Background: an optimization exercise with open tools, aiming at small area. Do not read the settings as production practice.
At most, simulation tests tie the RTL to the original design; equivalence was not proved.
Power figures rest on the tool's default switching activity, not on a simulated workload.

==> run a <==
## RISCy_CPU
module RISCy_CPU(input clk, input rst,
	output [11:0] imem_addr, input [31:0] imem_rdata,
	output [11:0] dmem_addr, output [31:0] dmem_wdata, output dmem_we, input [31:0] dmem_rdata);
==> module ALU, before the edit <==
module ALU(input [31:0] a, input [31:0] b,
	input sel_add, input sel_neg, input sel_and, input sel_xor, input sel_diff,
	input sel_shr, input sel_shl, input arith,
	input [31:0] mem, input sel_mem, input [31:0] nxt, input sel_nxt,
	output [31:0] sum, output carry, output [31:0] out);
	wire [31:0] neg, sh, sh_rev;
	wire [4:0] idx;
	wire none;
	alu_add add(.a(a), .b(b), .sum(sum), .carry(carry));
	alu_neg ng(.b(b), .neg(neg));
	wire [31:0] x = a ^ b;
	wire [31:0] y = a & b;
	alu_diff df(.x(x), .idx(idx), .none(none));
	wire dn = sel_diff & none;
	wire fill = arith & a[31];
	wire big = |b[31:5];
	alu_shift shf(.a(a), .amt(b[4:0]), .left(sel_shl), .fill(fill), .sh(sh), .sh_rev(sh_rev));
	wire shr_n = sel_shr & ~big;
	wire shl_n = sel_shl & ~big;
	wire sh_big = sel_shr & big & fill;
	wire hi_one = dn | sh_big;
	wire n_sh_big = ~sh_big;
	genvar i;
	generate
		for (i = 0; i < 32; i = i + 1) begin : o
			wire l0, l1, l2;
			alu_aoi222 u0(.a1(sum[i]), .a2(sel_add), .b1(neg[i]), .b2(sel_neg), .c1(y[i]), .c2(sel_and), .y(l0));
			alu_aoi222 u1(.a1(x[i]), .a2(sel_xor), .b1(sh[i]), .b2(shr_n), .c1(sh_rev[i]), .c2(shl_n), .y(l1));
			if (i < 5) begin : lo
				wire l3;
				alu_aoi222 u2(.a1(mem[i]), .a2(sel_mem), .b1(nxt[i]), .b2(sel_nxt), .c1(idx[i]), .c2(sel_diff), .y(l2));
				alu_nand4 n(.a(l0), .b(l1), .c(l2), .d(n_sh_big), .y(out[i]));
			end else begin : hi
				alu_aoi222 u2(.a1(mem[i]), .a2(sel_mem), .b1(nxt[i]), .b2(sel_nxt), .c1(hi_one), .c2(1'b1), .y(l2));
				alu_nand3 n(.a(l0), .b(l1), .c(l2), .y(out[i]));
			end
		end
	endgenerate
endmodule
==> flow/config.mk <==
export PLATFORM = sky130hd
export DESIGN_NAME = RISCy_CPU
export DESIGN_NICKNAME = RISCy_CPU
export VERILOG_FILES = /design/flow/design.v
export SDC_FILE = /design/flow/constraint.sdc
export NUM_CORES = 4
export LEC_CHECK = 0
export CAP_MARGIN = 20
export CORE_MARGIN = 2
export CORE_UTILIZATION = 40
export CTS_CLUSTER_DIAMETER = 100
export CTS_CLUSTER_SIZE = 25
export SLEW_MARGIN = 20
export SYNTH_HIERARCHICAL = 1
==> flow/constraint.sdc <==
create_clock -name core_clock -period 14.0 [get_ports {clk}]
set_input_delay 2.8000 -clock core_clock [delete_from_list [all_inputs] [get_ports {clk}]]
set_output_delay 2.8000 -clock core_clock [all_outputs]
set_load 0.01 [all_outputs]
standard.sh (not shown) runs the stock make flow with config.mk's settings and CLKGATE_MAP_FILE= SYNTH_SCRIPT=/design/flow/synth_recipe.tcl, a recipe that flattens the netlist after the stock synthesis.
==> flow/flow/run.sh <==
#!/bin/bash
# The standard layout (the standard.sh: ORFS with the standard synthesis)
# with two changes, passed to ORFS through its environment variables:
#  - port buffers use the smallest buffer cell (buf_1) instead of ORFS's
#    default choice; every input and output port still gets its buffer;
#  - clock tree synthesis clusters sinks by size 25 / diameter 100 um and
#    inserts no dummy loads.
# make's full output goes to make.log in this folder; ORFS writes each
# tool's own log under orfs/logs/.
set -euo pipefail
export BUFFER_PORTS_ARGS="-buffer_cell sky130_fd_sc_hd__buf_1"
export CTS_ARGS="-sink_clustering_enable -repair_clock_nets -sink_clustering_size 25 -sink_clustering_max_diameter 100 -dont_use_dummy_load"
bash standard.sh > make.log 2>&1
==> inputs of run b, as changes to run a <==
--- a/flow/design.v
+++ b/flow/design.v
@@ -32,5 +32,5 @@
 				alu_nand4 n(.a(l0), .b(l1), .c(l2), .d(n_sh_big), .y(out[i]));
 			end else begin : hi
-				alu_aoi222 u2(.a1(mem[i]), .a2(sel_mem), .b1(nxt[i]), .b2(sel_nxt), .c1(hi_one), .c2(1'b1), .y(l2));
+				alu_aoi222 u2(.a1(mem[i]), .a2(sel_mem), .b1(nxt[i]), .b2(sel_nxt), .c1(hi_one), .c2(hi_one), .y(l2));
 				alu_nand3 n(.a(l0), .b(l1), .c(l2), .y(out[i]));
 			end
==> flow/config.mk (replaced) <==
export PLATFORM = sky130hd
export DESIGN_NAME = RISCy_CPU
export DESIGN_NICKNAME = RISCy_CPU
export VERILOG_FILES = /design/flow/design.v
export SDC_FILE = /design/flow/constraint.sdc
export NUM_CORES = 4
export LEC_CHECK = 0
export CAP_MARGIN = 5
export CORE_MARGIN = 2
export CORE_UTILIZATION = 55
export SLEW_MARGIN = 5
export SYNTH_HIERARCHICAL = 1
==> inputs of run c, as changes to run a <==
--- a/flow/design.v
+++ b/flow/design.v
@@ -32,5 +32,5 @@
 				alu_nand4 n(.a(l0), .b(l1), .c(l2), .d(n_sh_big), .y(out[i]));
 			end else begin : hi
-				alu_aoi222 u2(.a1(mem[i]), .a2(sel_mem), .b1(nxt[i]), .b2(sel_nxt), .c1(hi_one), .c2(1'b1), .y(l2));
+				alu_aoi222 u2(.a1(mem[i]), .a2(sel_mem), .b1(nxt[i]), .b2(sel_nxt), .c1(hi_one), .c2(hi_one), .y(l2));
 				alu_nand3 n(.a(l0), .b(l1), .c(l2), .y(out[i]));
 			end
==> flow/flow/run.sh (replaced) <==
#!/bin/bash
# The standard layout (the standard.sh: ORFS with the standard synthesis)
# with these changes, passed to ORFS through its environment variables:
#  - port buffers use the smallest buffer cell (buf_1) instead of ORFS's
#    default choice; every input and output port still gets its buffer;
#  - clock tree synthesis clusters sinks by size 25 / diameter 100 um and
#    inserts no dummy loads;
#  - after global routing, ORFS's power recovery downsizes gates on paths
#    with positive slack (RECOVER_POWER).
# make's full output goes to make.log in this folder; ORFS writes each
# tool's own log under orfs/logs/.
set -euo pipefail
export BUFFER_PORTS_ARGS="-buffer_cell sky130_fd_sc_hd__buf_1"
export CTS_ARGS="-sink_clustering_enable -repair_clock_nets -sink_clustering_size 25 -sink_clustering_max_diameter 100 -dont_use_dummy_load"
export RECOVER_POWER=100
bash standard.sh > make.log 2>&1
--- a/flow/config.mk
+++ b/flow/config.mk
@@ -9,6 +9,4 @@
 export CORE_MARGIN = 2
 export CORE_UTILIZATION = 40
-export CTS_CLUSTER_DIAMETER = 100
-export CTS_CLUSTER_SIZE = 25
 export SLEW_MARGIN = 20
 export SYNTH_HIERARCHICAL = 1
==> inputs of run d, as changes to run a <==
--- a/flow/config.mk
+++ b/flow/config.mk
@@ -8,7 +8,5 @@
 export CAP_MARGIN = 20
 export CORE_MARGIN = 2
-export CORE_UTILIZATION = 40
-export CTS_CLUSTER_DIAMETER = 100
-export CTS_CLUSTER_SIZE = 25
+export CORE_UTILIZATION = 55
 export SLEW_MARGIN = 20
 export SYNTH_HIERARCHICAL = 1
==> comparison <==
Run a passed the timing, design-rule and antenna checks. Run b ran to the end with no violations. Run c finished with capacitance limit, slew limit left. Run d finished with timing, DRC and antenna clean.
Critical path depth: run a is lower than run b (20).
Of run a and run b, run a has the higher count of clock-buffer cells in the layout (gap 2).
Total power: run a > run c > run b > run d.
Global-route usage: run b > run d > run c > run a.


==> 06-19: inputs <==
Another version of the RTL of RISCy_CPU (not shown whole).
==> module ALU, before the edit <==
module ALU(input [31:0] a, input [31:0] b,
	input sel_add, input sel_neg, input sel_and, input sel_xor, input sel_diff,
	input sel_shr, input sel_shl, input arith,
	output [31:0] sum, output carry, output [31:0] out);
	genvar i, k;
	wire [8:0] cl;
	assign cl[0] = 1'b0;
	generate
		for (i = 0; i < 8; i = i + 1) begin : fa
			assign sum[i] = a[i] ^ b[i] ^ cl[i];
			assign cl[i+1] = (a[i] & b[i]) | (cl[i] & (a[i] ^ b[i]));
		end
	endgenerate
	wire [4:0] cb;
	assign cb[1] = cl[8];
	generate
		for (k = 1; k < 4; k = k + 1) begin : blk
			wire [8:0] c0, c1;
			wire [7:0] h0, h1;
			assign c0[0] = 1'b0;
			assign c1[0] = 1'b1;
			for (i = 0; i < 8; i = i + 1) begin : fa
				assign h0[i] = a[8*k+i] ^ b[8*k+i] ^ c0[i];
				assign c0[i+1] = (a[8*k+i] & b[8*k+i]) | (c0[i] & (a[8*k+i] ^ b[8*k+i]));
				assign h1[i] = a[8*k+i] ^ b[8*k+i] ^ c1[i];
				assign c1[i+1] = (a[8*k+i] & b[8*k+i]) | (c1[i] & (a[8*k+i] ^ b[8*k+i]));
			end
			assign sum[8*k +: 8] = (h1 & {8{cb[k]}}) | (h0 & {8{~cb[k]}});
			assign cb[k+1] = (c1[8] & cb[k]) | (c0[8] & ~cb[k]);
		end
	endgenerate
	assign carry = cb[4];
	wire [32:0] lo_or;
	assign lo_or[0] = 1'b0;
	generate
		for (i = 0; i < 32; i = i + 1) begin : ng
			assign lo_or[i+1] = lo_or[i] | b[i];
		end
	endgenerate
	wire [31:0] neg = b ^ lo_or[31:0];
	wire [31:0] x = a ^ b;
	wire [31:0] y = a & b;
	reg [4:0] idx;
	integer n;
	always @(*) begin
		idx = 5'd0;
		for (n = 31; n >= 0; n = n - 1)
			if (x[n]) idx = n;
	end
	wire none = ~|x;
	wire [31:0] diff = {{27{none}}, idx | {5{none}}};
	wire [31:0] a_rev;
	generate
		for (i = 0; i < 32; i = i + 1) begin : rv
			assign a_rev[i] = a[31-i];
		end
	endgenerate
	wire [31:0] s_in = sel_shl ? a_rev : a;
	wire fill = arith & a[31];
	wire big = |b[31:5];
	wire [31:0] s0 = b[0] ? {fill, s_in[31:1]} : s_in;
	wire [31:0] s1 = b[1] ? {{2{fill}}, s0[31:2]} : s0;
	wire [31:0] s2 = b[2] ? {{4{fill}}, s1[31:4]} : s1;
	wire [31:0] s3 = b[3] ? {{8{fill}}, s2[31:8]} : s2;
	wire [31:0] s4 = b[4] ? {{16{fill}}, s3[31:16]} : s3;
	wire [31:0] sh = big ? {32{fill}} : s4;
	wire [31:0] sh_rev;
	generate
		for (i = 0; i < 32; i = i + 1) begin : rv2
			assign sh_rev[i] = sh[31-i];
		end
	endgenerate
	assign out = ({32{sel_add}} & sum) | ({32{sel_neg}} & neg) |
		({32{sel_and}} & y) | ({32{sel_xor}} & x) | ({32{sel_diff}} & diff) |
		({32{sel_shr}} & sh) | ({32{sel_shl}} & sh_rev);
endmodule
==> module PC_unit, before the edit <==
module PC_unit(input clk, input rst, input hold, input take_rs, input take_abs,
	input take_rel, input [31:0] rs, input [25:0] target,
	output reg [31:0] pc, output [31:0] next);
	wire [32:0] ic;
	assign ic[0] = 1'b1;
	genvar i;
	generate
		for (i = 0; i < 32; i = i + 1) begin : inc
			assign next[i] = pc[i] ^ ic[i];
			assign ic[i+1] = pc[i] & ic[i];
		end
	endgenerate
	wire [31:0] rel;
	wire [21:0] c;
	assign c[0] = 1'b1;
	generate
		for (i = 0; i < 21; i = i + 1) begin : ra
			assign rel[i] = pc[i] ^ target[i] ^ c[i];
			assign c[i+1] = (pc[i] & target[i]) | (c[i] & (pc[i] ^ target[i]));
		end
	endgenerate
	wire [10:0] hi = pc[31:21];
	wire [11:0] up, dn;
	assign up[0] = 1'b1;
	assign dn[0] = 1'b1;
	generate
		for (i = 0; i < 11; i = i + 1) begin : ud
			assign up[i+1] = up[i] & hi[i];
			assign dn[i+1] = dn[i] & ~hi[i];
		end
	endgenerate
	wire [10:0] hi_p = hi ^ up[10:0];
	wire [10:0] hi_m = hi ^ dn[10:0];
	wire s = target[20];
	assign rel[31:21] = (s == c[21]) ? hi : s ? hi_m : hi_p;
	wire [31:0] absa = {next[31:26], target};
	always @(posedge clk)
		if (rst)
			pc <= 32'd0;
		else if (!hold)
			pc <= take_rs ? rs : take_abs ? absa : take_rel ? rel : next;
endmodule
export LEC_CHECK = 0
export CAP_MARGIN = 20
export CORE_MARGIN = 2
export CORE_UTILIZATION = 40
export SLEW_MARGIN = 20
export SYNTH_HIERARCHICAL = 1
create_clock -name core_clock -period 14.0 [get_ports {clk}]
run.sh (not shown) runs the stock make flow with config.mk's settings and CLKGATE_MAP_FILE= SYNTH_SCRIPT=/design/flow/synth_recipe.tcl, a recipe that flattens the netlist after the stock synthesis.
Stock flow here: none of the scripts above is used.
==> 12-18: changes against 06-19 <==
--- a/flow/design.v
+++ b/flow/design.v
@@ -4,27 +4,41 @@
 	output [31:0] sum, output carry, output [31:0] out);
+	wire [31:0] neg, diff, sh, sh_rev;
+	alu_add add(.a(a), .b(b), .sum(sum), .carry(carry));
+	alu_neg ng(.b(b), .neg(neg));
+	wire [31:0] x = a ^ b;
+	wire [31:0] y = a & b;
+	alu_diff df(.x(x), .diff(diff));
+	wire fill = arith & a[31];
+	wire big = |b[31:5];
+	alu_shift shf(.a(a), .amt(b[4:0]), .left(sel_shl), .fill(fill), .sh(sh), .sh_rev(sh_rev));
+	wire shr_n = sel_shr & ~big;
+	wire shl_n = sel_shl & ~big;
+	wire sh_big = sel_shr & big & fill;
+	assign out = ({32{sel_add}} & sum) | ({32{sel_neg}} & neg) |
+		({32{sel_and}} & y) | ({32{sel_xor}} & x) | ({32{sel_diff}} & diff) |
+		({32{shr_n}} & sh) | ({32{shl_n}} & sh_rev) | {32{sh_big}};
+endmodule
+module alu_add(input [31:0] a, input [31:0] b, output [31:0] sum, output carry);
 	genvar i, k;
-	wire [8:0] cl;
-	assign cl[0] = 1'b0;
-	generate
-		for (i = 0; i < 8; i = i + 1) begin : fa
-			assign sum[i] = a[i] ^ b[i] ^ cl[i];
-			assign cl[i+1] = (a[i] & b[i]) | (cl[i] & (a[i] ^ b[i]));
-		end
-	endgenerate
 	wire [4:0] cb;
-	assign cb[1] = cl[8];
-	generate
-		for (k = 1; k < 4; k = k + 1) begin : blk
-			wire [8:0] c0, c1;
-			wire [7:0] h0, h1;
-			assign c0[0] = 1'b0;
-			assign c1[0] = 1'b1;
+	assign cb[0] = 1'b0;
+	generate
+		for (k = 0; k < 4; k = k + 1) begin : blk
+			wire [8:0] c;
+			wire [7:0] h;
+			wire [8:0] pre;
+			assign c[0] = 1'b0;
+			assign pre[0] = 1'b1;
 			for (i = 0; i < 8; i = i + 1) begin : fa
-				assign h0[i] = a[8*k+i] ^ b[8*k+i] ^ c0[i];
-				assign c0[i+1] = (a[8*k+i] & b[8*k+i]) | (c0[i] & (a[8*k+i] ^ b[8*k+i]));
-				assign h1[i] = a[8*k+i] ^ b[8*k+i] ^ c1[i];
-				assign c1[i+1] = (a[8*k+i] & b[8*k+i]) | (c1[i] & (a[8*k+i] ^ b[8*k+i]));
-			end
-			assign sum[8*k +: 8] = (h1 & {8{cb[k]}}) | (h0 & {8{~cb[k]}});
-			assign cb[k+1] = (c1[8] & cb[k]) | (c0[8] & ~cb[k]);
+				assign h[i] = a[8*k+i] ^ b[8*k+i] ^ c[i];
+				assign c[i+1] = (a[8*k+i] & b[8*k+i]) | (c[i] & (a[8*k+i] ^ b[8*k+i]));
+				assign pre[i+1] = pre[i] & h[i];
+			end
+			if (k == 0) begin : b0
+				assign sum[7:0] = h;
+				assign cb[1] = c[8];
+			end else begin : bk
+				assign sum[8*k +: 8] = h ^ ({8{cb[k]}} & pre[7:0]);
+				assign cb[k+1] = c[8] | (cb[k] & pre[8]);
+			end
 		end
@@ -32,4 +46,7 @@
 	assign carry = cb[4];
+endmodule
+module alu_neg(input [31:0] b, output [31:0] neg);
 	wire [32:0] lo_or;
 	assign lo_or[0] = 1'b0;
+	genvar i;
 	generate
@@ -39,5 +56,5 @@
 	endgenerate
-	wire [31:0] neg = b ^ lo_or[31:0];
-	wire [31:0] x = a ^ b;
-	wire [31:0] y = a & b;
+	assign neg = b ^ lo_or[31:0];
+endmodule
+module alu_diff(input [31:0] x, output [31:0] diff);
 	reg [4:0] idx;
@@ -50,27 +67,29 @@
 	wire none = ~|x;
-	wire [31:0] diff = {{27{none}}, idx | {5{none}}};
-	wire [31:0] a_rev;
-	generate
-		for (i = 0; i < 32; i = i + 1) begin : rv
-			assign a_rev[i] = a[31-i];
-		end
-	endgenerate
-	wire [31:0] s_in = sel_shl ? a_rev : a;
-	wire fill = arith & a[31];
-	wire big = |b[31:5];
-	wire [31:0] s0 = b[0] ? {fill, s_in[31:1]} : s_in;
-	wire [31:0] s1 = b[1] ? {{2{fill}}, s0[31:2]} : s0;
-	wire [31:0] s2 = b[2] ? {{4{fill}}, s1[31:4]} : s1;
-	wire [31:0] s3 = b[3] ? {{8{fill}}, s2[31:8]} : s2;
-	wire [31:0] s4 = b[4] ? {{16{fill}}, s3[31:16]} : s3;
-	wire [31:0] sh = big ? {32{fill}} : s4;
-	wire [31:0] sh_rev;
-	generate
-		for (i = 0; i < 32; i = i + 1) begin : rv2
+	assign diff = {{27{none}}, idx | {5{none}}};
+endmodule
+module alu_shift(input [31:0] a, input [4:0] amt, input left, input fill,
+	output [31:0] sh, output [31:0] sh_rev);
+	genvar i, k;
+	wire [31:0] lv [0:5];
+	wire fp = fill;
+	wire fn = ~fill;
+	generate
+		for (i = 0; i < 32; i = i + 1) begin : in
+			alu_mx2i m(.d0(a[i]), .d1(a[31-i]), .s(left), .y(lv[0][i]));
 			assign sh_rev[i] = sh[31-i];
 		end
-	endgenerate
-	assign out = ({32{sel_add}} & sum) | ({32{sel_neg}} & neg) |
-		({32{sel_and}} & y) | ({32{sel_xor}} & x) | ({32{sel_diff}} & diff) |
-		({32{sel_shr}} & sh) | ({32{sel_shl}} & sh_rev);
+		for (k = 0; k < 5; k = k + 1) begin : lvl
+			for (i = 0; i < 32; i = i + 1) begin : b
+				if (i + (1 << k) < 32) begin : m
+					alu_mx2i m(.d0(lv[k][i]), .d1(lv[k][i + (1 << k)]), .s(amt[k]), .y(lv[k+1][i]));
+				end else begin : f
+					alu_mx2i m(.d0(lv[k][i]), .d1((k % 2) ? fp : fn), .s(amt[k]), .y(lv[k+1][i]));
+				end
+			end
+		end
+	endgenerate
+	assign sh = lv[5];
+endmodule
+module alu_mx2i(input d0, input d1, input s, output y);
+	assign y = ~(s ? d1 : d0);
 endmodule
@@ -111,8 +130,12 @@
 	assign rel[31:21] = (s == c[21]) ? hi : s ? hi_m : hi_p;
+	wire s_hold = ~rst & hold;
+	wire s_rs   = ~rst & ~hold & take_rs;
+	wire s_abs  = ~rst & ~hold & take_abs;
+	wire s_rel  = ~rst & ~hold & take_rel;
+	wire s_next = ~rst & ~hold & ~take_rs & ~take_abs & ~take_rel;
 	wire [31:0] absa = {next[31:26], target};
+	wire [31:0] pc_n = ({32{s_hold}} & pc) | ({32{s_rs}} & rs) | ({32{s_abs}} & absa) |
+		({32{s_rel}} & rel) | ({32{s_next}} & next);
 	always @(posedge clk)
-		if (rst)
-			pc <= 32'd0;
-		else if (!hold)
-			pc <= take_rs ? rs : take_abs ? absa : take_rel ? rel : next;
+		pc <= pc_n;
 endmodule
CTS_CLUSTER_DIAMETER = 100   (was unset)
CTS_CLUSTER_SIZE = 25   (was unset)
==> notes <==
Final area: 12-18 is smaller than 06-19 (about 6%).
Between 12-18 and 06-19, the lower critical path depth is in 12-18 (gap 2).
Of 12-18 and 06-19, 06-19 has the higher cell count (gap 5.8%, measured against 06-19).
Sequential cell count is the same in 06-19 and 12-18.
Function was not checked in any run of this note: the RTL went through the layout flow alone.

[what the ideal ports hide]
Ports are ideal in the flow. The routed layouts listed here were re-timed in OpenROAD.
Step 1: set_driving_cell puts a clkbuf_16 on clk and a buf_2 on each other input, an assumption about the parent block.
Step 2 moves the port delays by t, midway between the first and last clock arrival at a register: inputs arrive t later, outputs are due t later. That takes back most of the time a late clock gives input paths.
Three values: ideal ports, drivers, drivers and shift; two values: the first two.
| run | shift t [ns] | slack for setup (ns) | latest minus earliest clock arrival (ns) | worst data-port slew with drivers (ns) | cell pins on the clock port's net |
|---|---|---|---|---|---|
| run a | 0.749 | 1.158 / 1.034 / 0.519 | 0.084 / 0.084 | 0.16 | 1 |
| run b | 0.730 | 1.308 / 1.350 / 0.620 | 0.102 / 0.102 | 0.18 | 1 |
| run c | 0.739 | 0.444 / 0.486 / -0.253 | 0.107 / 0.108 | 0.07 | 1 |
| run d | 0.749 | 1.171 / 1.147 / 0.847 | 0.089 / 0.088 | 0.13 | 1 |
| 06-19 | 0.769 | 0.995 / 0.969 / 0.697 | 0.052 / 0.052 | 0.14 | 1 |
| 12-18 | 0.767 | 0.797 / 0.763 / 0.620 | 0.038 / 0.038 | 0.09 | 1 |
The setup slack of run c, which loses most, moves by +0.042 ns with the drivers and by -0.697 ns with both steps.
